What follows belongs to an exercise in optimizing a design on an open flow for small area, a short achievable clock period and few clock cycles; a production flow would make more cautious choices. Where RTL was checked, it was by simulation tests only, not by an equivalence proof against the original. The RTL of runs 2 and 3 was laid out without a check of its function.

===== flow/run.sh =====
#!/bin/bash
# The standard layout with two changes:
#  * synthesis extracts no adder cells (ADDER_MAP_FILE empty), so ABC maps the
#    adders and carry-save trees from plain gates; registers are mapped exactly
#    as in the standard synthesis
#  * the port buffers are sky130_fd_sc_hd__buf_1 (the placer's repair still
#    resizes them where timing needs it); every port keeps its buffer
set -euo pipefail
bash standard.sh ADDER_MAP_FILE= synth > synth.log 2>&1
bash standard.sh "BUFFER_PORTS_ARGS=-buffer_cell sky130_fd_sc_hd__buf_1" > layout.log 2>&1

===== standard.sh =====
#!/bin/bash
# synth_recipe.tcl (not shown) runs the flow's synth.tcl, then flattens the netlist and writes it again
# the make line also repeats each setting of config.mk as NAME=value (left out here)
make -C /OpenROAD-flow-scripts/flow DESIGN_CONFIG=/design/flow/config.mk WORK_HOME=/design/flow/orfs CLKGATE_MAP_FILE= SYNTH_SCRIPT=/design/flow/synth_recipe.tcl "${@:-finish}"

===== config.mk =====
export PLATFORM = sky130hd
export DESIGN_NAME = cordicMagPh
export DESIGN_NICKNAME = cordicMagPh
export VERILOG_FILES = /design/flow/design.v
export SDC_FILE = /design/flow/constraint.sdc
export NUM_CORES = 4
export LEC_CHECK = 0
export ABC_AREA = 1
export CAP_MARGIN = 20
export CORE_MARGIN = 2
export CORE_UTILIZATION = 60
export CTS_BUF_LIST = sky130_fd_sc_hd__clkbuf_4 sky130_fd_sc_hd__clkbuf_8
export SETUP_SLACK_MARGIN = 4.1
export SLEW_MARGIN = 20

===== constraint.sdc =====
create_clock -name core_clock -period 8.0 [get_ports {clk}]
set_input_delay 1.6000 -clock core_clock [delete_from_list [all_inputs] [get_ports {clk}]]
set_output_delay 1.6000 -clock core_clock [all_outputs]
set_load 0.01 [all_outputs]

===== design.v =====
module cordicMagPh
   #(parameter integer N        = 13,  
     parameter integer XY_WIDTH = 18)  
    (input  wire                           clk,
     input  wire                           reset,    
     input  wire                           st,       
     input  wire signed [XY_WIDTH - 1 : 0] xin,      
     input  wire signed [XY_WIDTH - 1 : 0] yin,      
     output reg                            rdy,      
     output wire        [XY_WIDTH - 1 : 0] mag,      
     output wire signed [XY_WIDTH + 1 : 0] ph);      
    reg         [18 : 0] x;      
    reg         [20 : 0] w;      
    reg         [18 : 0] z;      
    reg         [3 : 0]  cnt;    
    reg                  yzp;    
    reg                  qrt;    
    wire sx = xin[17];
    wire sy = yin[17];
    wire yz = (yin == 18'd0);
    wire [17 : 0] ax = xin ^ {18{sx}};
    wire [17 : 0] ay = yin ^ {18{sy}};
    wire [17 : 0] hs = ax ^ ay;
    wire [17 : 0] hc = ax & ay;
    wire sub1 = ~(sx ^ sy);
    wire [18 : 0] z1 = yz ? 19'd0 : ((sx ^ sy) ? 19'h70000 : 19'h10000);
    wire neg = w[20];                       
    wire pos = ~neg;
    reg  [18 : 0] ysh;                      
    reg  [18 : 0] xmk;                      
    reg  [15 : 0] at;                       
    always @(*) begin
        case (cnt)
            4'd1: begin
                ysh = {w[20], w[19], w[18], w[17], w[16], w[15], w[14], w[13], w[12], w[11], w[10], w[9], w[8], w[7], w[6], w[5], w[4], w[3], w[2]};
                xmk = {{18{1'b1}}, 1'd0};
                at  = 16'd38688;
            end
            4'd2: begin
                ysh = {w[20], w[20], w[20], w[19], w[18], w[17], w[16], w[15], w[14], w[13], w[12], w[11], w[10], w[9], w[8], w[7], w[6], w[5], w[4]};
                xmk = {{17{1'b1}}, 2'd0};
                at  = 16'd20441;
            end
            4'd3: begin
                ysh = {w[20], w[20], w[20], w[20], w[20], w[19], w[18], w[17], w[16], w[15], w[14], w[13], w[12], w[11], w[10], w[9], w[8], w[7], w[6]};
                xmk = {{16{1'b1}}, 3'd0};
                at  = 16'd10376;
            end
            4'd4: begin
                ysh = {w[20], w[20], w[20], w[20], w[20], w[20], w[20], w[19], w[18], w[17], w[16], w[15], w[14], w[13], w[12], w[11], w[10], w[9], w[8]};
                xmk = {{15{1'b1}}, 4'd0};
                at  = 16'd5208;
            end
            4'd5: begin
                ysh = {w[20], w[20], w[20], w[20], w[20], w[20], w[20], w[20], w[20], w[19], w[18], w[17], w[16], w[15], w[14], w[13], w[12], w[11], w[10]};
                xmk = {{14{1'b1}}, 5'd0};
                at  = 16'd2606;
            end
            4'd6: begin
                ysh = {w[20], w[20], w[20], w[20], w[20], w[20], w[20], w[20], w[20], w[20], w[20], w[19], w[18], w[17], w[16], w[15], w[14], w[13], w[12]};
                xmk = {{13{1'b1}}, 6'd0};
                at  = 16'd1303;
            end
            4'd7: begin
                ysh = {w[20], w[20], w[20], w[20], w[20], w[20], w[20], w[20], w[20], w[20], w[20], w[20], w[20], w[19], w[18], w[17], w[16], w[15], w[14]};
                xmk = {{12{1'b1}}, 7'd0};
                at  = 16'd651;
            end
            4'd8: begin
                ysh = {w[20], w[20], w[20], w[20], w[20], w[20], w[20], w[20], w[20], w[20], w[20], w[20], w[20], w[20], w[20], w[19], w[18], w[17], w[16]};
                xmk = {{11{1'b1}}, 8'd0};
                at  = 16'd325;
            end
            4'd9: begin
                ysh = {w[20], w[20], w[20], w[20], w[20], w[20], w[20], w[20], w[20], w[20], w[20], w[20], w[20], w[20], w[20], w[20], w[20], w[19], w[18]};
                xmk = {{10{1'b1}}, 9'd0};
                at  = 16'd162;
            end
            4'd10: begin  
                ysh = 19'd0;
                xmk = 19'd0;
                at  = 16'd81;
            end
            4'd11: begin  
                ysh = {1'b0, w[17 : 0]};
                xmk = 19'd0;
                at  = 16'd0;
            end
            default: begin
                ysh = 19'd0;
                xmk = 19'd0;
                at  = 16'd0;
            end
        endcase
    end
    wire fin = (cnt == 4'd11);
    wire negx = neg & ~fin;
    wire [18 : 0] xn;
    cordicAdd #(19) addx (.a(st ? {1'b0, hs} : x), .b(st ? {hc, sx} : (ysh ^ {19{negx}})),
                          .cin(st ? sy : (fin ? w[18] : neg)), .s(xn));
    wire [20 : 0] xm = {2'b00, x & xmk};
    wire [20 : 0] ws;
    cordicAdd #(21) addw (.a(st ? {{3{yin[17]}}, yin} : w),
                          .b(st ? ({{3{xin[17]}}, xin} ^ {21{sub1}}) : (xm ^ {21{pos}})),
                          .cin(st ? sub1 : pos), .s(ws));
    wire [20 : 0] wn = {ws[19 : 0], 1'b0};
    wire n10 = neg;
    wire [11 : 0] y10 = {w[20], w[20 : 10]};
    wire [11 : 0] a10 = {3'b000, x[18 : 10]} ^ {12{~n10}};
    wire [11 : 0] y11;
    cordicAdd #(12) addy11 (.a(y10), .b(a10), .cin(~n10), .s(y11));
    wire n11 = y11[11];
    wire [11 : 0] b11 = {4'b0000, x[18 : 11]};
    wire e11 = n10 & (&x[10 : 0]);
    wire [11 : 0] bm = ~b11;
    wire [11 : 0] sm = y10 ^ a10 ^ bm;
    wire [11 : 0] cm = (y10 & a10) | (y10 & bm) | (a10 & bm);
    wire [11 : 0] tm;
    cordicAdd #(12) addm (.a(sm), .b({cm[10 : 0], ~n10}), .cin(~e11), .s(tm));
    wire [11 : 0] sp = y10 ^ a10 ^ b11;
    wire [11 : 0] cp = (y10 & a10) | (y10 & b11) | (a10 & b11);
    wire [11 : 0] tp;
    cordicAdd #(12) addp (.a(sp), .b({cp[10 : 0], ~n10}), .cin(e11), .s(tp));
    wire n12 = n11 ? tp[11] : tm[11];
    wire [17 : 0] gha, ghb;
    wire gcy;
    cordicGain gain (.x(x), .n({n12, n11, n10}), .ha(gha), .hb(ghb), .cy(gcy));
    reg [6 : 0] kt;
    always @(*) begin
        case ({qrt, w[20], w[19]})
            3'b000: kt = 7'sd60;
            3'b001: kt = 7'sd20;
            3'b010: kt = -7'sd20;
            3'b011: kt = -7'sd60;
            3'b100: kt = -7'sd60;
            3'b101: kt = -7'sd20;
            3'b110: kt = 7'sd20;
            3'b111: kt = 7'sd60;
        endcase
    end
    wire last = (cnt == 4'd10);
    wire zneg = neg ^ qrt;
    wire [18 : 0] zb = fin ? {{12{kt[6]}}, kt} : ({3'b000, at} ^ {19{zneg}});
    wire [18 : 0] zn;
    cordicAdd #(19) addz (.a(z), .b(zb), .cin(~fin & zneg), .s(zn));
    always @(posedge clk or posedge reset)
    if (reset) begin
        rdy <= 1'b0;
        yzp <= 1'b0;
        cnt <= 4'd12;
    end else begin
        if (st) begin
            rdy <= 1'b0;
            yzp <= yz;
            cnt <= yz ? 4'd12 : 4'd1;
        end else begin
            yzp <= 1'b0;
            if (yzp | fin)
                rdy <= 1'b1;
            if (cnt != 4'd12)
                cnt <= cnt + 4'd1;
        end
    end
    always @(posedge clk) begin
        if (st) begin
            x   <= xn;
            w   <= wn;
            z   <= z1;
            qrt <= sx;
        end else begin
            w   <= last ? {n11, n12, gcy, ghb} : wn;
            z   <= zn;
            x   <= last ? {1'b0, gha} : xn;
        end
    end
    wire [18 : 0] zs = (z[18 : 17] == 2'b01) ? 19'h20000 :
                       (z[18 : 17] == 2'b10) ? 19'h60000 : z;
    wire zs0 = (zs == 19'd0);
    wire [1 : 0] top = ~qrt ? {zs[18], zs[18]} : (zs0 ? 2'b01 : (zs[18] ? 2'b00 : 2'b11));
    assign ph  = {top, zs[17 : 0]};
    assign mag = x[17 : 0];
endmodule
module cordicGain (input wire [18 : 0] x, input wire [2 : 0] n,
                   output wire [17 : 0] ha, output wire [17 : 0] hb, output wire cy);
    wire m1 = x[16] ^ x[13];
    wire m2 = x[16] & x[13];
    wire m3 = x[17] ^ x[14] ^ ~x[12];
    wire m4 = (x[17] & x[14]) | (x[17] & ~x[12]) | (x[14] & ~x[12]);
    wire m5 = x[18] ^ x[15] ^ ~x[13];
    wire m6 = (x[18] & x[15]) | (x[18] & ~x[13]) | (x[15] & ~x[13]);
    wire m7 = x[16] ^ ~x[14];
    wire m8 = x[16] & ~x[14];
    wire m9 = x[17] ^ ~x[15];
    wire m10 = x[17] & ~x[15];
    wire m11 = x[18] ^ ~x[16];
    wire m12 = x[18] & ~x[16];
    wire m13 = x[11] ^ x[8];
    wire m14 = x[11] & x[8];
    wire m15 = x[12] ^ x[9] ^ ~x[7];
    wire m16 = (x[12] & x[9]) | (x[12] & ~x[7]) | (x[9] & ~x[7]);
    wire m17 = x[13] ^ x[10] ^ ~x[8];
    wire m18 = (x[13] & x[10]) | (x[13] & ~x[8]) | (x[10] & ~x[8]);
    wire m19 = x[14] ^ x[11] ^ ~x[9];
    wire m20 = (x[14] & x[11]) | (x[14] & ~x[9]) | (x[11] & ~x[9]);
    wire m21 = ~x[6] ^ ~x[3];
    wire m22 = ~x[6] & ~x[3];
    wire m23 = x[15] ^ x[12] ^ ~x[10];
    wire m24 = (x[15] & x[12]) | (x[15] & ~x[10]) | (x[12] & ~x[10]);
    wire m25 = ~x[7] ^ ~x[4] ^ x[1];
    wire m26 = (~x[7] & ~x[4]) | (~x[7] & x[1]) | (~x[4] & x[1]);
    wire m27 = ~x[11] ^ ~x[8] ^ ~x[5];
    wire m28 = (~x[11] & ~x[8]) | (~x[11] & ~x[5]) | (~x[8] & ~x[5]);
    wire m29 = x[2] ^ x[0] ^ m1;
    wire m30 = (x[2] & x[0]) | (x[2] & m1) | (x[0] & m1);
    wire m31 = ~x[9] ^ ~x[6] ^ x[3];
    wire m32 = (~x[9] & ~x[6]) | (~x[9] & x[3]) | (~x[6] & x[3]);
    wire m33 = x[1] ^ m3 ^ m2;
    wire m34 = (x[1] & m3) | (x[1] & m2) | (m3 & m2);
    wire m35 = ~x[10] ^ ~x[7] ^ x[4];
    wire m36 = (~x[10] & ~x[7]) | (~x[10] & x[4]) | (~x[7] & x[4]);
    wire m37 = x[2] ^ m5 ^ m4;
    wire m38 = (x[2] & m5) | (x[2] & m4) | (m5 & m4);
    wire m39 = ~x[11] ^ ~x[8] ^ x[5];
    wire m40 = (~x[11] & ~x[8]) | (~x[11] & x[5]) | (~x[8] & x[5]);
    wire m41 = x[3] ^ m7 ^ m6;
    wire m42 = (x[3] & m7) | (x[3] & m6) | (m7 & m6);
    wire m43 = ~x[12] ^ ~x[9] ^ x[6];
    wire m44 = (~x[12] & ~x[9]) | (~x[12] & x[6]) | (~x[9] & x[6]);
    wire m45 = x[4] ^ m9 ^ m8;
    wire m46 = (x[4] & m9) | (x[4] & m8) | (m9 & m8);
    wire m47 = ~x[13] ^ ~x[10] ^ x[7];
    wire m48 = (~x[13] & ~x[10]) | (~x[13] & x[7]) | (~x[10] & x[7]);
    wire m49 = x[5] ^ m11 ^ m10;
    wire m50 = (x[5] & m11) | (x[5] & m10) | (m11 & m10);
    wire m51 = ~x[17] ^ ~x[14] ^ ~x[11];
    wire m52 = (~x[17] & ~x[14]) | (~x[17] & ~x[11]) | (~x[14] & ~x[11]);
    wire m53 = x[8] ^ x[6] ^ m12;
    wire m54 = (x[8] & x[6]) | (x[8] & m12) | (x[6] & m12);
    wire m55 = ~x[18] ^ ~x[15] ^ ~x[12];
    wire m56 = (~x[18] & ~x[15]) | (~x[18] & ~x[12]) | (~x[15] & ~x[12]);
    wire m57 = x[9] ^ x[7];
    wire m58 = x[9] & x[7];
    wire m59 = ~x[16] ^ ~x[13] ^ x[10];
    wire m60 = (~x[16] & ~x[13]) | (~x[16] & x[10]) | (~x[13] & x[10]);
    wire m61 = ~x[17] ^ ~x[14];
    wire m62 = ~x[17] & ~x[14];
    wire m63 = ~x[18] ^ ~x[15];
    wire m64 = ~x[18] & ~x[15];
    wire m65 = x[8] ^ x[5];
    wire m66 = x[8] & x[5];
    wire m67 = x[9] ^ x[6] ^ ~x[4];
    wire m68 = (x[9] & x[6]) | (x[9] & ~x[4]) | (x[6] & ~x[4]);
    wire m69 = x[10] ^ x[7] ^ ~x[5];
    wire m70 = (x[10] & x[7]) | (x[10] & ~x[5]) | (x[7] & ~x[5]);
    wire m71 = ~x[6] ^ ~x[3] ^ ~x[0];
    wire m72 = (~x[6] & ~x[3]) | (~x[6] & ~x[0]) | (~x[3] & ~x[0]);
    wire m73 = ~x[4] ^ ~x[1] ^ m15;
    wire m74 = (~x[4] & ~x[1]) | (~x[4] & m15) | (~x[1] & m15);
    wire m75 = ~x[5] ^ ~x[2] ^ m17;
    wire m76 = (~x[5] & ~x[2]) | (~x[5] & m17) | (~x[2] & m17);
    wire m77 = x[0] ^ m19 ^ m21;
    wire m78 = (x[0] & m19) | (x[0] & m21) | (m19 & m21);
    wire m79 = m23 ^ m25 ^ m20;
    wire m80 = (m23 & m25) | (m23 & m20) | (m25 & m20);
    wire m81 = m27 ^ m29 ^ m24;
    wire m82 = (m27 & m29) | (m27 & m24) | (m29 & m24);
    wire m83 = m31 ^ m33 ^ m28;
    wire m84 = (m31 & m33) | (m31 & m28) | (m33 & m28);
    wire m85 = m35 ^ m37 ^ m32;
    wire m86 = (m35 & m37) | (m35 & m32) | (m37 & m32);
    wire m87 = m39 ^ m41 ^ m36;
    wire m88 = (m39 & m41) | (m39 & m36) | (m41 & m36);
    wire m89 = m43 ^ m45 ^ m40;
    wire m90 = (m43 & m45) | (m43 & m40) | (m45 & m40);
    wire m91 = m47 ^ m49 ^ m44;
    wire m92 = (m47 & m49) | (m47 & m44) | (m49 & m44);
    wire m93 = m51 ^ m53 ^ m48;
    wire m94 = (m51 & m53) | (m51 & m48) | (m53 & m48);
    wire m95 = m55 ^ m57 ^ m52;
    wire m96 = (m55 & m57) | (m55 & m52) | (m57 & m52);
    wire m97 = x[8] ^ m59 ^ m56;
    wire m98 = (x[8] & m59) | (x[8] & m56) | (m59 & m56);
    wire m99 = x[11] ^ x[9] ^ m61;
    wire m100 = (x[11] & x[9]) | (x[11] & m61) | (x[9] & m61);
    wire m101 = x[12] ^ x[10] ^ m63;
    wire m102 = (x[12] & x[10]) | (x[12] & m63) | (x[10] & m63);
    wire m103 = ~x[16] ^ x[13] ^ x[11];
    wire m104 = (~x[16] & x[13]) | (~x[16] & x[11]) | (x[13] & x[11]);
    wire m105 = ~x[17] ^ x[14];
    wire m106 = ~x[17] & x[14];
    wire m107 = ~x[18] ^ x[15];
    wire m108 = ~x[18] & x[15];
    wire m109 = x[5] ^ x[2];
    wire m110 = x[5] & x[2];
    wire m111 = x[6] ^ x[3] ^ ~x[1];
    wire m112 = (x[6] & x[3]) | (x[6] & ~x[1]) | (x[3] & ~x[1]);
    wire m113 = x[7] ^ x[4] ^ ~x[2];
    wire m114 = (x[7] & x[4]) | (x[7] & ~x[2]) | (x[4] & ~x[2]);
    wire m115 = ~x[3] ^ ~x[0] ^ m65;
    wire m116 = (~x[3] & ~x[0]) | (~x[3] & m65) | (~x[0] & m65);
    wire m117 = ~x[1] ^ m67 ^ m66;
    wire m118 = (~x[1] & m67) | (~x[1] & m66) | (m67 & m66);
    wire m119 = ~x[2] ^ m69 ^ m68;
    wire m120 = (~x[2] & m69) | (~x[2] & m68) | (m69 & m68);
    wire m121 = m13 ^ m71 ^ m70;
    wire m122 = (m13 & m71) | (m13 & m70) | (m71 & m70);
    wire m123 = m14 ^ m73 ^ m72;
    wire m124 = (m14 & m73) | (m14 & m72) | (m73 & m72);
    wire m125 = m16 ^ m75 ^ m74;
    wire m126 = (m16 & m75) | (m16 & m74) | (m75 & m74);
    wire m127 = m18 ^ m77 ^ m76;
    wire m128 = (m18 & m77) | (m18 & m76) | (m77 & m76);
    wire m129 = m22 ^ m79 ^ m78;
    wire m130 = (m22 & m79) | (m22 & m78) | (m79 & m78);
    wire m131 = m26 ^ m81 ^ m80;
    wire m132 = (m26 & m81) | (m26 & m80) | (m81 & m80);
    wire m133 = m30 ^ m83 ^ m82;
    wire m134 = (m30 & m83) | (m30 & m82) | (m83 & m82);
    wire m135 = m34 ^ m85 ^ m84;
    wire m136 = (m34 & m85) | (m34 & m84) | (m85 & m84);
    wire m137 = m38 ^ m87 ^ m86;
    wire m138 = (m38 & m87) | (m38 & m86) | (m87 & m86);
    wire m139 = m42 ^ m89 ^ m88;
    wire m140 = (m42 & m89) | (m42 & m88) | (m89 & m88);
    wire m141 = m46 ^ m91 ^ m90;
    wire m142 = (m46 & m91) | (m46 & m90) | (m91 & m90);
    wire m143 = m50 ^ m93 ^ m92;
    wire m144 = (m50 & m93) | (m50 & m92) | (m93 & m92);
    wire m145 = m54 ^ m95 ^ m94;
    wire m146 = (m54 & m95) | (m54 & m94) | (m95 & m94);
    wire m147 = m58 ^ m97 ^ m96;
    wire m148 = (m58 & m97) | (m58 & m96) | (m97 & m96);
    wire m149 = m60 ^ m99 ^ m98;
    wire m150 = (m60 & m99) | (m60 & m98) | (m99 & m98);
    wire m151 = m62 ^ m101 ^ m100;
    wire m152 = (m62 & m101) | (m62 & m100) | (m101 & m100);
    wire m153 = m64 ^ m103 ^ m102;
    wire m154 = (m64 & m103) | (m64 & m102) | (m103 & m102);
    wire m155 = x[12] ^ m105 ^ m104;
    wire m156 = (x[12] & m105) | (x[12] & m104) | (m105 & m104);
    wire m157 = x[13] ^ m107 ^ m106;
    wire m158 = (x[13] & m107) | (x[13] & m106) | (m107 & m106);
    wire m159 = x[16] ^ x[14] ^ m108;
    wire m160 = (x[16] & x[14]) | (x[16] & m108) | (x[14] & m108);
    wire m161 = x[17] ^ x[15];
    wire m162 = x[17] & x[15];
    wire m163 = x[18] ^ x[16];
    wire m164 = x[18] & x[16];
    wire m165 = n[2] ? ((~n[0] & ~n[1]) | (n[0] & n[1])) : ((n[0] ^ n[1]));
    wire m166 = n[2] ? ((n[0] ^ n[1]) | (n[0] & n[1])) : ((n[0] & n[1]));
    wire m167 = n[2] ? ((~n[0] & ~n[1]) | (n[0] & n[1])) : ((n[0] ^ n[1]));
    wire m168 = n[2] ? ((n[0] ^ n[1]) | (n[0] & n[1])) : ((n[0] & n[1]));
    wire m169 = n[2] ? ((n[0] ^ n[1])) : ((~n[0] & ~n[1]) | (n[0] & n[1]));
    wire m170 = n[2] ? ((n[0] ^ n[1]) | (n[0] & n[1])) : ((n[0] & n[1]));
    wire m171 = n[2] ? ((n[0] ^ n[1]) | (n[0] & n[1])) : ((n[0] & n[1]));
    wire m172 = n[2] ? ((n[0] & n[1])) : ((~n[0] & ~n[1]));
    wire m173 = n[2] ? ((n[0] ^ n[1])) : ((n[0] & n[1]));
    wire m174 = n[2] ? ((n[0] ^ n[1]) | (n[0] & n[1])) : ((n[0] & n[1]));
    wire m175 = n[2] ? ((n[0] & n[1])) : ((~n[0] & ~n[1]));
    wire m176 = n[2] ? ((n[0] ^ n[1])) : ((n[0] & n[1]));
    wire m177 = n[2] ? ((n[0] ^ n[1]) | (n[0] & n[1])) : ((n[0] & n[1]));
    wire m178 = n[2] ? ((~n[0] & ~n[1]) | (n[0] ^ n[1])) : ((n[0] ^ n[1]) | (n[0] & n[1]));
    wire m179 = n[2] ? ((n[0] & n[1])) : (1'b0);
    wire m180 = n[2] ? ((~n[0] & ~n[1]) | (n[0] & n[1])) : ((n[0] ^ n[1]));
    wire m181 = n[2] ? ((n[0] ^ n[1]) | (n[0] & n[1])) : ((n[0] & n[1]));
    wire m182 = x[3] ^ x[0];
    wire m183 = x[3] & x[0];
    wire m184 = x[4] ^ x[1] ^ m168;
    wire m185 = (x[4] & x[1]) | (x[4] & m168) | (x[1] & m168);
    wire m186 = ~x[0] ^ m109 ^ m169;
    wire m187 = (~x[0] & m109) | (~x[0] & m169) | (m109 & m169);
    wire m188 = m111 ^ m110 ^ m170;
    wire m189 = (m111 & m110) | (m111 & m170) | (m110 & m170);
    wire m190 = m113 ^ m112 ^ m171;
    wire m191 = (m113 & m112) | (m113 & m171) | (m112 & m171);
    wire m192 = m115 ^ m114 ^ m172;
    wire m193 = (m115 & m114) | (m115 & m172) | (m114 & m172);
    wire m194 = m117 ^ m116 ^ m173;
    wire m195 = (m117 & m116) | (m117 & m173) | (m116 & m173);
    wire m196 = m119 ^ m118 ^ m174;
    wire m197 = (m119 & m118) | (m119 & m174) | (m118 & m174);
    wire m198 = m121 ^ m120 ^ m175;
    wire m199 = (m121 & m120) | (m121 & m175) | (m120 & m175);
    wire m200 = m123 ^ m122 ^ m176;
    wire m201 = (m123 & m122) | (m123 & m176) | (m122 & m176);
    wire m202 = m125 ^ m124 ^ m177;
    wire m203 = (m125 & m124) | (m125 & m177) | (m124 & m177);
    wire m204 = m127 ^ m126 ^ m178;
    wire m205 = (m127 & m126) | (m127 & m178) | (m126 & m178);
    wire m206 = m129 ^ m128 ^ m179;
    wire m207 = (m129 & m128) | (m129 & m179) | (m128 & m179);
    wire m208 = m131 ^ m130 ^ m180;
    wire m209 = (m131 & m130) | (m131 & m180) | (m130 & m180);
    wire m210 = m133 ^ m132 ^ m181;
    wire m211 = (m133 & m132) | (m133 & m181) | (m132 & m181);
    wire m212 = m135 ^ m134;
    wire m213 = m135 & m134;
    wire m214 = m137 ^ m136;
    wire m215 = m137 & m136;
    wire m216 = m139 ^ m138;
    wire m217 = m139 & m138;
    wire m218 = m141 ^ m140;
    wire m219 = m141 & m140;
    wire m220 = m143 ^ m142;
    wire m221 = m143 & m142;
    wire m222 = m145 ^ m144;
    wire m223 = m145 & m144;
    wire m224 = m147 ^ m146 ^ 1'b1;
    wire m225 = (m147 & m146) | (m147 & 1'b1) | (m146 & 1'b1);
    wire m226 = m149 ^ m148 ^ 1'b1;
    wire m227 = (m149 & m148) | (m149 & 1'b1) | (m148 & 1'b1);
    wire m228 = m151 ^ m150 ^ 1'b1;
    wire m229 = (m151 & m150) | (m151 & 1'b1) | (m150 & 1'b1);
    wire m230 = m153 ^ m152;
    wire m231 = m153 & m152;
    wire m232 = m155 ^ m154 ^ 1'b1;
    wire m233 = (m155 & m154) | (m155 & 1'b1) | (m154 & 1'b1);
    wire m234 = m157 ^ m156 ^ 1'b1;
    wire m235 = (m157 & m156) | (m157 & 1'b1) | (m156 & 1'b1);
    wire m236 = m159 ^ m158;
    wire m237 = m159 & m158;
    wire m238 = m161 ^ m160 ^ 1'b1;
    wire m239 = (m161 & m160) | (m161 & 1'b1) | (m160 & 1'b1);
    wire m240 = m163 ^ m162 ^ 1'b1;
    wire m241 = (m163 & m162) | (m163 & 1'b1) | (m162 & 1'b1);
    wire m242 = x[17] ^ m164 ^ 1'b1;
    wire m243 = (x[17] & m164) | (x[17] & 1'b1) | (m164 & 1'b1);
    wire m244 = x[18] ^ 1'b1;
    wire m245 = x[18] & 1'b1;
    wire [34 : 0] ra = {m244, m242, m240, m238, m236, m234, m232, m230, m228, m226, m224, m222, m220, m218, m216, m214, m212, m210, m208, m206, m204, m202, m200, m198, m196, m194, m192, m190, m188, m186, m184, m167, x[2], x[1], x[0]};
    wire [34 : 0] rb = {m243, m241, m239, m237, m235, m233, m231, m229, m227, m225, m223, m221, m219, m217, m215, m213, m211, m209, m207, m205, m203, m201, m199, m197, m195, m193, m191, m189, m187, m185, m183, m182, 1'b0, m166, m165};
    wire [17 : 0] lo;
    cordicAdd #(18) low (.a({1'b0, ra[16 : 0]}), .b({1'b0, rb[16 : 0]}), .cin(1'b0), .s(lo));
    assign ha = ra[34 : 17];
    assign hb = rb[34 : 17];
    assign cy = lo[17];
endmodule
module cordicAdd #(parameter integer W = 19)
    (input wire [W - 1 : 0] a, input wire [W - 1 : 0] b, input wire cin,
     output wire [W - 1 : 0] s);
    localparam integer L = $clog2(W);
    wire [W - 1 : 0] p = a ^ b;
    wire [W - 1 : 0] g0 = a & b;
    wire [W - 1 : 0] gg [0 : L];
    wire [W - 1 : 0] pp [0 : L];
    assign gg[0] = {g0[W - 1 : 1], g0[0] | (p[0] & cin)};
    assign pp[0] = p;
    genvar l, i;
    generate
        for (l = 0; l < L; l = l + 1) begin : lv
            for (i = 0; i < W; i = i + 1) begin : bt
                if ((i >> l) & 1) begin : cmb
                    localparam integer J = ((i >> l) << l) - 1;
                    assign gg[l + 1][i] = gg[l][i] | (pp[l][i] & gg[l][J]);
                    assign pp[l + 1][i] = pp[l][i] & pp[l][J];
                end else begin : pas
                    assign gg[l + 1][i] = gg[l][i];
                    assign pp[l + 1][i] = pp[l][i];
                end
            end
        end
    endgenerate
    assign s = p ^ {gg[L][W - 2 : 0], cin};
endmodule

==> flow_summary_export.csv, run 1 <==
group,metric,value,unit
timing,period_minus_slack,3.809,ns
yosys,ys_ff_latch,66,
yosys,synth_adder_area_share,0,%
setup_path,cp.arrival,4.08,ns
yosys,syn_inst,2311,
floorplan,num_rows,52,
timing,slew_headroom,56.14,%
yosys,yosysMostFrequentCell,"nand2_1",
cts,cts-hold-fix-buffers,0,
final_layout,post-route-util,65.68,%
yosys,synth_ff_type,"dfxtp_1",
final_layout,fin_cells,2620,
timing,fmaxAchievable,262.5,MHz
global_route,overflow,0,
yosys,syn_area_per_cell,5.323,sq um
setup_path,crit_required,8.27,ns
yosys,netlist_top_cells_count,"nand2_1, inv_1, nor2_1, a21oi_1, nand3_1",
global_route,grt_pass1_vias,13181,
timing,tightest_slew,0.6570,ns
placed_design,port_buffers,77,
placed_design,dp.cells,2592,
yosys,synth_xor_area_share,10.59,%
detailed_routing,wl_per_cell,16.77,um
status,status,"timing/DRC/antenna clean",
yosys,syn_area,12300,sq um
timing,finalCritPeriodShare,47.61,%
yosys,synth-simple-area-share,46.57,%
floorplan,start_util,60.99,%
setup_path,criticalPathCategory,"input port to flip-flop",
setup_path,end_kind,"flip-flop",
detailed_routing,vias,15041,
timing,drv_slew,0,
placed_design,dp_hpwl,33.86,mm
floorplan,fp.dieArea,21660,sq um
worst_hold_path,hp-class,"flip-flop to flip-flop",
final_layout,finalNetCount,2384,
global_route,grt_pass1_wl,68.16,mm
final_layout,fill_cells,2074,
cts,cts_max_level,3,
global_route,grtUsageTotal,39.60,%
cts,cts_tree,"done",
cts,insertion_delay,0.39,ns
setup_path,reg2reg_from,"x[1]",
setup_path,cp_slowest_cell,"or2_2",
yosys,syn_nets,2350,
floorplan,io_pins,78,
cts,cts_buffers,9,
yosys,synth-edff-count,1,
floorplan,core,20170,sq um
yosys,ys_seq_area_share,11.09,%
detailed_routing,vias_per_cell,5.741,
setup_path,critPathLaunchType,"input port",
detailed_routing,firstDrtPassIters,6,
worst_hold_path,hold_start,"yzp",
timing,whs,0.5432,ns
detailed_routing,wirelength,43.93,mm
timing,rsz0062_at_grt,"yes",
cts,cts_num_sinks,66,
yosys,synth_area_leaders,"nand2_1, dfxtp_1, inv_1",
yosys,synth_top_family_by_area,"simple AND/OR/NAND/NOR gates",
flow_run,timing.max_cap.violations,0,
cts,clkSlewWorstSetupHoldPaths,0.07,ns
timing,finClkSkew,0.01975,ns
floorplan,die_w,147.2,um
setup_path,cp_slowest_stage_delay,0.34,ns
timing,fin_tns_setup,0,ns
yosys,synthMuxAreaShare,0.08137,%
setup_path,path_buf_inv,3,
floorplan,fp.dieH,147.2,um
yosys,synth_top_area_share,22.21,%
timing,finalHoldViolations,0,
setup_path,crit_top_cell,"nand2_1",
detailed_routing,drc,0,
cts,clockRootBuffer,"clkbuf_8",
final_layout,drive_above_1_share,10.73,%
yosys,synth_cell_types,70,
timing,finalSetupViolCount,0,
cts,cts_buffer_depth,2,
global_route,grt_max_degree,50,
setup_path,startpoint,"xin[17]",
setup_path,crit_chain,"clkbuf_4 > bufbuf_16 > xnor2_2 > inv_1 > nor2_1 > o221ai_1 > or2_2 > o21ai_1 > nand2_1 > o211ai_1 > nand2_1 > nand3_2 > nand2_1 > nand3_1 > nand2_1 > nor2_1 > a21oi_2",
detailed_routing,drt-initial-drc-count,1453,
yosys,synth_top_area_cell,"nand2_1",
setup_path,path_delay_family,"simple AND/OR/NAND/NOR gates",
yosys,yosysWarningCount,5,
yosys,ys_async_sr_fraction,9.091,%
global_route,antenna_found_initial,1,
yosys,synth_compound_area_share,18.02,%
detailed_routing,drtAntennaViolNets,0,
placed_design,routabilityCongestion,1.025,
final_layout,area_growth,7.689,%
setup_path,crit_fanout,10,
-- per-stage QoR --
stage	instance area [sq um]	worst slack, ns
floorplan	12310	4.101
global placement	12580	2.735
detailed placement	12580	2.621
CTS	12890	4.015
global route	13250	3.994
finish	13250	4.191
-- cells in the final DEF (no fill, tap or decap), drive strengths merged, types with 8 or more instances in the layout --
cell type  netlist  final
xor2           104    104
or2             43     43
nor2           285    285
nand3          149    149
a21boi          12     12
o21ai          130    130
inv            327    328
xnor2           43     43
o22ai           41     41
buf             52     95
dfxtp           59     59
nor3            29     29
a21oi          144    144
nand4           14     14
nand3b          14     14
o221ai           8      8
nand2          767    767
clkbuf          23     15
-- per-layer routing --
layer  vias to the layer above  track usage (%)  wire [um]
met3                       115            7.329       4769
li1                       7403                -          -
met1                      6737            53.40      18470
met2                       784            62.22      18740
met4                         2            16.44       1931
met5                         -                0         26
-- area by class of cell --
| class | count | area (sq um) | share of cell area [%] |
|---|---|---|---|
| inverter | 330 | 1264 | 9.539 |
| clock buffer | 13 | 166.4 | 1.256 |
| tap | 270 | 337.8 | 2.550 |
| clock inverter | 2 | 12.51 | 0.09445 |
| multi-input combinational | 1840 | 9517 | 71.84 |
| timing repair buffer | 98 | 566.8 | 4.278 |
| antenna | 1 | 2.502 | 0.01889 |
| sequential | 66 | 1381 | 10.43 |
-- path summary, 6_finish.rpt --
check	slack, ns	end	cells past startpoint
worst min register to register	0.54	rdy	2
min in group asynchronous	1.09	rdy	2
worst max-delay path	4.19	w[18]	17
worst max register to register	4.27	w[18]	26
max in group asynchronous	6.66	cnt[3]	2
worst min-delay path	0.54	rdy	2
-- repair_timing --
item,in CTS,in global routing
setup buffers,2,8
cloned,1,1
pin swaps,3,12
setup endpoints to repair,51,35
gates resized for setup,24,68
-- tightest hold or removal path: stages, from the launching register on --
cell and delay [ns]:
dfrtp_1 0.34, nor2_1 0.04, a21oi_1 0.12
-- state kept, by name (all words and copies together), names as in the netlist --
signal / count
w: 21
x: 19
z: 19
cnt: 4
qrt: 1
rdy: 1
yzp: 1
-- cell families (layout without fill, tap and decap cells) --
| logic type | Yosys count | after routing |
|---|---|---|
| compound gates | 378 | 378 |
| xor+xnor | 147 | 147 |
| other cells | 0 | 1 |
| mux | 1 | 1 |
| buf+inv | 405 | 443 |
| flops | 66 | 66 |
| simple gates | 1314 | 1314 |
Testbench counts, summed over its fixed seeds: cycles 192,000.
==> run 2, diff against run 1 <==
--- a/design.v
+++ b/design.v
@@ -78,12 +78,2 @@
             end
-            4'd10: begin  
-                ysh = 19'd0;
-                xmk = 19'd0;
-                at  = 16'd81;
-            end
-            4'd11: begin  
-                ysh = {1'b0, w[17 : 0]};
-                xmk = 19'd0;
-                at  = 16'd0;
-            end
             default: begin
@@ -95,7 +85,5 @@
     end
-    wire fin = (cnt == 4'd11);
-    wire negx = neg & ~fin;
     wire [18 : 0] xn;
-    cordicAdd #(19) addx (.a(st ? {1'b0, hs} : x), .b(st ? {hc, sx} : (ysh ^ {19{negx}})),
-                          .cin(st ? sy : (fin ? w[18] : neg)), .s(xn));
+    cordicAdd #(19) addx (.a(st ? {1'b0, hs} : x), .b(st ? {hc, sx} : (ysh ^ {19{neg}})),
+                          .cin(st ? sy : neg), .s(xn));
     wire [20 : 0] xm = {2'b00, x & xmk};
@@ -127,13 +115,21 @@
     cordicGain gain (.x(x), .n({n12, n11, n10}), .ha(gha), .hb(ghb), .cy(gcy));
-    reg [6 : 0] kt;
+    reg [8 : 0] kt;
     always @(*) begin
-        case ({qrt, w[20], w[19]})
-            3'b000: kt = 7'sd60;
-            3'b001: kt = 7'sd20;
-            3'b010: kt = -7'sd20;
-            3'b011: kt = -7'sd60;
-            3'b100: kt = -7'sd60;
-            3'b101: kt = -7'sd20;
-            3'b110: kt = 7'sd20;
-            3'b111: kt = 7'sd60;
+        case ({qrt, n10, n11, n12})
+            4'b0000: kt = 9'sd141;
+            4'b0001: kt = 9'sd101;
+            4'b0010: kt = 9'sd61;
+            4'b0011: kt = 9'sd21;
+            4'b0100: kt = -9'sd21;
+            4'b0101: kt = -9'sd61;
+            4'b0110: kt = -9'sd101;
+            4'b0111: kt = -9'sd141;
+            4'b1000: kt = -9'sd141;
+            4'b1001: kt = -9'sd101;
+            4'b1010: kt = -9'sd61;
+            4'b1011: kt = -9'sd21;
+            4'b1100: kt = 9'sd21;
+            4'b1101: kt = 9'sd61;
+            4'b1110: kt = 9'sd101;
+            4'b1111: kt = 9'sd141;
         endcase
@@ -142,5 +138,5 @@
     wire zneg = neg ^ qrt;
-    wire [18 : 0] zb = fin ? {{12{kt[6]}}, kt} : ({3'b000, at} ^ {19{zneg}});
+    wire [18 : 0] zb = last ? {{10{kt[8]}}, kt} : ({3'b000, at} ^ {19{zneg}});
     wire [18 : 0] zn;
-    cordicAdd #(19) addz (.a(z), .b(zb), .cin(~fin & zneg), .s(zn));
+    cordicAdd #(19) addz (.a(z), .b(zb), .cin(~last & zneg), .s(zn));
     always @(posedge clk or posedge reset)
@@ -154,8 +150,10 @@
             yzp <= yz;
-            cnt <= yz ? 4'd12 : 4'd1;
+            cnt <= yz ? 4'd11 : 4'd1;
         end else begin
             yzp <= 1'b0;
-            if (yzp | fin)
+            if (yzp | last)
                 rdy <= 1'b1;
-            if (cnt != 4'd12)
+            if (last)
+                cnt <= 4'd12;
+            else if (cnt != 4'd12)
                 cnt <= cnt + 4'd1;
@@ -170,3 +168,8 @@
         end else begin
-            w   <= last ? {n11, n12, gcy, ghb} : wn;
+            if (last)
+                w <= {2'b00, gcy, ghb};
+            else if (cnt == 4'd11)
+                w <= 21'd0;
+            else if (cnt != 4'd12)
+                w <= wn;
             z   <= zn;
@@ -175,2 +178,4 @@
     end
+    wire [17 : 0] magv;
+    cordicAdd #(18) addmag (.a(x[17 : 0]), .b(w[17 : 0]), .cin(w[18]), .s(magv));
     wire [18 : 0] zs = (z[18 : 17] == 2'b01) ? 19'h20000 :
@@ -180,3 +185,3 @@
     assign ph  = {top, zs[17 : 0]};
-    assign mag = x[17 : 0];
+    assign mag = magv;
 endmodule
==> flow/run.sh (replaced) <==
#!/bin/bash
# The standard layout, with one change to synthesis: no adder cells are
# extracted (ADDER_MAP_FILE empty), so ABC maps the adders and carry-save
# trees from plain gates. Registers are mapped as in the standard synthesis.
set -euo pipefail
bash standard.sh ADDER_MAP_FILE= synth > synth.log 2>&1
bash standard.sh > layout.log 2>&1
--- a/config.mk
+++ b/config.mk
@@ -10,5 +10,4 @@
 export CORE_MARGIN = 2
-export CORE_UTILIZATION = 60
-export CTS_BUF_LIST = sky130_fd_sc_hd__clkbuf_4 sky130_fd_sc_hd__clkbuf_8
-export SETUP_SLACK_MARGIN = 4.1
+export CORE_UTILIZATION = 40
+export SETUP_SLACK_MARGIN = 3.0
 export SLEW_MARGIN = 20
==> flow_summary_export.csv, run 2 <==
group,metric,value,unit
global_route,grt_pass1_wl,73.55,mm
final_layout,post-route-util,45.18,%
final_layout,fin_cells,2797,
yosys,synth-simple-area-share,43.57,%
worst_hold_path,hp-class,"flip-flop to flip-flop",
floorplan,core,31310,sq um
yosys,yosysMostFrequentCell,"nand2_1",
cts,clockRootBuffer,"clkbuf_16",
floorplan,io_pins,78,
detailed_routing,wl_met1,21.17,mm
final_layout,final_cell_area,14150,sq um
detailed_routing,wl_per_cell,17.19,um
floorplan,start_util,40.33,%
detailed_routing,dr_wl_met2,21.31,mm
setup_path,cp.arrival,3.19,ns
cts,cts_max_level,3,
yosys,netlist_top_cells_count,"nand2_1, inv_1, nor2_1, a21oi_1, nand3_1",
setup_path,r2r-end,"w[18]",
yosys,synth_area_leaders,"nand2_1, inv_1, nor2_1",
final_layout,top_register,"w",
setup_path,crit_required,6.40,ns
detailed_routing,top_layer,"met4",
timing,tightest_slew,1.051,ns
timing,drv_slew,0,
cts,cts_tree,"done",
yosys,synth_xor_area_share,11.50,%
setup_path,startpoint,"x[0]",
global_route,grt_pass1_vias,13213,
cts,clkSlewWorstSetupHoldPaths,0.07,ns
global_route,grtUsageTotal,28.63,%
placed_design,dp_hpwl,37.57,mm
setup_path,crit_fanout,9,
timing,slew_headroom,28.13,%
final_layout,drive_above_1_share,8.100,%
setup_path,crit_end,"mag[13]",
timing,rsz0062_at_grt,"no",
yosys,ys_seq_area_share,12.38,%
floorplan,fp.dieArea,33010,sq um
yosys,synth-edff-count,21,
placed_design,placed_area,13610,sq um
timing,whs,0.5258,ns
floorplan,die_w,181.7,um
cts,insertion_delay,0.36,ns
timing,finalSetupViolCount,0,
cts,cts-hold-fix-buffers,0,
detailed_routing,vias,15014,
final_layout,fill_cells,3466,
global_route,grt_max_degree,78,
timing,period_minus_slack,4.793,ns
yosys,synth_top_area_cell,"nand2_1",
floorplan,fp.dieH,181.7,um
final_layout,finalNetCount,2429,
final_layout,mostFrequentLayoutCells,"nand2_1, inv_1, nor2_1",
placed_design,dp.cells,2769,
final_layout,n_antenna_cell,0,
final_layout,multi_input_area,9419,sq um
timing,finClkSkew,0.005642,ns
yosys,synth_compound_area_share,18.83,%
final_layout,area_growth,12.02,%
global_route,overflow,0,
worst_hold_path,min_path_cells,2,
yosys,ys_async_sr_fraction,9.091,%
yosys,synth_ff_type,"dfxtp_1",
yosys,synth_top_area_share,20.15,%
setup_path,critPathLaunchType,"flip-flop",
yosys,syn_nets,2388,
final_layout,largest_reg_flops,21,
yosys,synth_cell_types,69,
setup_path,ff2ff_setup_slack,3.44,ns
cts,cts_num_sinks,66,
timing,finalHoldViolations,0,
setup_path,reg2reg_from,"x[14]",
setup_path,r2r_cells,24,
setup_path,end_kind,"primary output",
flow_run,timing.max_cap.violations,0,
yosys,ys_ff_latch,66,
placed_design,port_buffers,77,
detailed_routing,drc,0,
detailed_routing,dr_wl_met3,3.569,mm
final_layout,reg_top3,"w x21, x x19, z x19",
cts,cts_buffers,9,
final_layout,final_common_cell,"nand2_1",
yosys,synth_adder_area_share,0,%
yosys,yosysWarningCount,5,
final_layout,seq_area,1570,sq um
yosys,syn_area_per_cell,5.376,sq um
yosys,synthMuxAreaShare,0.07926,%
detailed_routing,drtAntennaViolNets,0,
yosys,syn_area,12630,sq um
placed_design,routabilityCongestion,0.9295,
status,status,"timing/DRC/antenna clean",
yosys,syn_inst,2349,
cts,cts_buffer_depth,2,
setup_path,criticalPathCategory,"flip-flop to primary output",
timing,fmaxAchievable,208.7,MHz
detailed_routing,drt-initial-drc-count,1364,
timing,fin_tns_setup,0,ns
timing,finalCritPeriodShare,59.91,%
yosys,synth_top_family_by_area,"simple AND/OR/NAND/NOR gates",
floorplan,num_rows,65,
detailed_routing,firstDrtPassIters,8,
global_route,antenna_found_initial,0,
detailed_routing,vias_per_cell,5.368,
detailed_routing,wirelength,48.08,mm
run 2: changes by cell type after synthesis, sizes merged, moves of 15 or more:
cell    change
dfxtp      -20
edfxtp     +20
inv        +22
nand2      -59
nor2       +19
o211ai     +15
run 2: how the worst min path moves through the flow:
| stage | end | from |
|---|---|---|
| 6_report | rdy | yzp |
| 5_1_grt | rdy | yzp |
| 4_1_cts | rdy | yzp |
| 3_5_place_dp | rdy | yzp |
| 3_3_place_gp | rdy | yzp |
| 2_1_floorplan | rdy | yzp |
run 2: kinds of logic after synthesis:
logic type,count (synthesis)
buffers and inverters,426
and+or+nand+nor,1280
DFF,66
xor gates and xnor gates,165
AOI/OAI and AO/OA,411
muxes,1
run 2: timing repair:
item,in CTS,in global routing
setup endpoints to repair,16,31
pin swaps,4,3
gates cloned,0,1
gates resized for setup,17,19
buffers inserted,7,4
run 2: stage by stage:
step | setup WS [ns]
2_1_floorplan | 3.639
3_5_place_dp | 2.214
5_1_grt | 2.978
4_1_cts | 2.950
6_report | 3.207
3_3_place_gp | 2.267
run 2: worst max-delay path, cell delays in order, from the launching register on:
cell and delay [ns]:
dfxtp_4 0.38, inv_2 0.09, nand2_1 0.06, nand2_1 0.10
o21ai_2 0.08, nand2_1 0.07, o21ai_2 0.07, a21oi_2 0.19
a21oi_2 0.10, a21oi_2 0.20, a21oi_2 0.11, a21oi_4 0.27
o21ai_4 0.11, buf_4 0.17, a21oi_1 0.14, xnor2_1 0.15
clkdlybuf4s50_1 0.56
run 2: layout make-up:
| cell class | instances | share of cell area (%) |
|---|---|---|
| clock buffer | 10 | 1.769 |
| clock inverter | 6 | 0.4865 |
| inverter | 352 | 9.429 |
| multi-input combinational | 1857 | 66.58 |
| sequential | 66 | 11.10 |
| tap | 402 | 3.556 |
| timing repair buffer | 104 | 7.076 |
run 2: per-layer routing:
| layer | global-route usage (%) | vias up |
|---|---|---|
| li1 | - | 7582 |
| met1 | 37.88 | 6761 |
| met2 | 46.85 | 579 |
| met3 | 3.831 | 92 |
| met4 | 11.90 | 0 |
| met5 | 0 | - |
==> run 3, diff against run 2 <==
--- a/config.mk
+++ b/config.mk
@@ -11,3 +11,3 @@
 export CORE_UTILIZATION = 40
-export SETUP_SLACK_MARGIN = 3.0
+export SETUP_SLACK_MARGIN = 4.0
 export SLEW_MARGIN = 20
==> flow_summary_export.csv, run 3 <==
group,metric,value,unit
yosys,ys_async_sr_fraction,9.091,%
setup_path,critPathLaunchType,"flip-flop",
floorplan,io_pins,78,
yosys,syn_area_per_cell,5.376,sq um
final_layout,finalNetCount,2556,
setup_path,crit_top_cell,"a21oi_2",
cts,clkSlewWorstSetupHoldPaths,0.07,ns
cts,cts_buffers,9,
yosys,ys_ff_latch,66,
detailed_routing,wirelength,54.61,mm
detailed_routing,firstDrtPassIters,6,
detailed_routing,vias,16110,
timing,finClkSkew,0.01329,ns
yosys,syn_area,12630,sq um
final_layout,final_common_cell,"nand2_1",
setup_path,crit_chain,"inv_1 > o21ai_2 > a21oi_2 > a21oi_2 > a21oi_2 > a21oi_2 > a21oi_4 > o21ai_4 > a31oi_4 > o21ai_2 > nand2_1 > nand2_2 > nand2_2 > o21ai_2 > xor2_1 > buf_2",
global_route,grt_max_degree,40,
global_route,grt_pass1_wl,79.42,mm
setup_path,criticalPathCategory,"flip-flop to primary output",
global_route,overflow,0,
setup_path,cp_slowest_cell,"dfxtp_4",
cts,cts_tree,"done",
timing,finalSetupViolCount,0,
timing,whs,0.5378,ns
floorplan,fp.dieH,181.7,um
floorplan,core,31310,sq um
floorplan,fp.dieArea,33010,sq um
setup_path,path_delay_family,"compound AO/OA/AOI/OAI gates",
yosys,synth_cell_types,69,
timing,tightest_slew,1.078,ns
setup_path,cp.arrival,3.05,ns
setup_path,cp_slowest_stage_delay,0.44,ns
setup_path,reg2reg_from,"cnt[1]",
detailed_routing,vias_per_cell,5.510,
final_layout,largest_reg_flops,21,
worst_hold_path,hp-class,"flip-flop to flip-flop",
flow_run,timing.max_cap.violations,0,
timing,period_minus_slack,4.647,ns
final_layout,final_cell_area,16270,sq um
detailed_routing,drc,0,
floorplan,die_w,181.7,um
setup_path,path_buf_inv,2,
placed_design,routabilityCongestion,0.9407,
timing,rsz0062_at_grt,"yes",
floorplan,start_util,40.33,%
placed_design,placed_area,13700,sq um
placed_design,port_buffers,77,
timing,slew_headroom,28.04,%
setup_path,crit_required,6.40,ns
timing,fin_tns_setup,0,ns
yosys,netlist_top_cells_count,"nand2_1, inv_1, nor2_1, a21oi_1, nand3_1",
setup_path,ff2ff_setup_slack,4.02,ns
yosys,ys_seq_area_share,12.38,%
setup_path,r2r_cells,23,
yosys,synth_area_leaders,"nand2_1, inv_1, nor2_1",
setup_path,cp.depth,16,
yosys,synth_ff_type,"dfxtp_1",
detailed_routing,drtAntennaViolNets,0,
final_layout,reg_top3,"w x21, x x19, z x19",
timing,drv_slew,0,
yosys,synth_top_area_share,20.15,%
yosys,synth_top_area_cell,"nand2_1",
cts,cts_max_level,3,
setup_path,end_kind,"primary output",
timing,fin_ws,3.353,ns
setup_path,startpoint,"x[1]",
final_layout,top_register,"w",
yosys,syn_inst,2349,
detailed_routing,drt-initial-drc-count,1374,
final_layout,n_antenna_cell,0,
placed_design,dp_hpwl,39.34,mm
placed_design,dpl_worst_slack,2.748,ns
global_route,grt_pass1_vias,14036,
status,status,"timing/DRC/antenna clean",
final_layout,mostFrequentLayoutCells,"nand2_1, inv_1, nor2_1",
cts,insertion_delay,0.37,ns
cts,cts_buffer_depth,2,
yosys,yosysWarningCount,5,
yosys,synth-edff-count,21,
floorplan,num_rows,65,
final_layout,drive_above_1_share,19.90,%
yosys,yosysMostFrequentCell,"nand2_1",
final_layout,fill_cells,3214,
cts,clockRootBuffer,"clkbuf_16",
timing,fmaxAchievable,215.2,MHz
detailed_routing,wl_per_cell,18.68,um
final_layout,area_growth,28.83,%
timing,finalHoldViolations,0,
yosys,syn_nets,2388,
global_route,antenna_found_initial,0,
timing,finalCritPeriodShare,58.09,%
worst_hold_path,min_path_cells,2,
global_route,grtUsageTotal,31.02,%
setup_path,crit_fanout,12,
worst_hold_path,hold_start,"yzp",
cts,cts_num_sinks,66,
[run 3: cell counts after synthesis]
No cell type changed its count.
[run 3: final timing paths]
| kind | endpoint |
|---|---|
| worst max register to register | w[18] |
| min in group asynchronous | yzp |
| worst min-delay path | rdy |
| worst min register to register | rdy |
| max in group asynchronous | cnt[3] |
| worst max-delay path | mag[17] |
[run 3: logic make-up after synthesis]
logic type      after synthesis  synth area share, %
simple gates               1280                43.57
buf+inv                     426                13.62
compound gates              411                18.84
xor+xnor                    165                11.50
flops                        66                12.38
mux                           1              0.07927
[run 3: final cells by class]
type	instances	area [sq um]	share of cell area (%)
clock buffers	12	267.8	1.646
flip-flops and latches	66	1614	9.921
clock inverters	4	23.77	0.1461
repair buffers	228	2261	13.90
multi-input cells	1859	10210	62.79
inverters	352	1380	8.483
well taps	402	503.0	3.092
repair inverters	1	5.005	0.03076
[run 3: timing repair]
action                                  in CTS  in global routing
setup buffers                               82                 51
hold buffers                                 0                  0
gates resized for setup                    165                215
endpoints found under the setup margin      58                 52
gates cloned                                 8                  2
pin swaps                                   30                 60
[run 3: worst register-to-register path, cell delays in order, from the launching register on]
cell and delay [ns]:
dfrtp_1 0.52, nor2_1 0.17, nand2_2 0.29, inv_2 0.17, nor2_4 0.16, inv_2 0.04
nor2_2 0.26, inv_2 0.11, nor2_4 0.23, inv_2 0.18, nand3_1 0.13, o311ai_2 0.16
nor2_1 0.17, inv_1 0.11, nand2_1 0.16, nor2_1 0.08, nand2_2 0.13, inv_1 0.12
nand3_4 0.11, nand3_4 0.11, nand2_2 0.11, nand3_1 0.07, nand3_1 0.10, nand2_1 0.05
[run 3: stage by stage]
| step | instances | utilization, % |
|---|---|---|
| floorplan | 2349 | - |
| global placement | 2765 | 43.77 |
| detailed placement | 2765 | 43.77 |
| CTS | 2871 | 48.18 |
| global route | 2924 | 51.96 |
| finish | 2924 | 51.96 |
[run 3: metal layers]
layer | part of all wire (%) | track usage, % | wire length [um] | vias to the layer above
met4 | 4.1 | 11.54 | 2212 | 0
li1 | - | - | - | 7838
met5 | 0 | 0 | 0 | -
met2 | 44 | 50.18 | 24250 | 792
met3 | 8.8 | 4.613 | 4817 | 129
met1 | 43 | 41.77 | 23340 | 7351

what the ideal ports hide:
How much do the figures lean on ideal ports? The routed layouts below were timed once more, with nothing changed but the port constraints.
Step 1 (the two cells are an assumption about what drives the block):
set clk [get_ports {clk}]
set_driving_cell -lib_cell sky130_fd_sc_hd__clkbuf_16 $clk
set_driving_cell -lib_cell sky130_fd_sc_hd__buf_2 [delete_from_list [all_inputs] $clk]
Step 2, shift: input delay + t, output delay - t, t = (earliest + latest rising clock arrival at the registers) / 2. This alone moves slack from input paths to output paths.
a / b / c = no drivers / after step 1 / after step 2; a / b = the first two.
run	t (ns)	slack for setup (ns)	worst setup path after step 2
run 1	0.428	4.191 / 4.215 / 3.787	input to register
run 2	0.408	3.207 / 3.154 / 2.859	input to register
run 3	0.404	3.353 / 3.307 / 3.304	input to register
After both steps setup and hold are still met in every run listed. The setup slack of run 1, which loses most, moves by +0.024 ns with the drivers and by -0.404 ns with both steps.
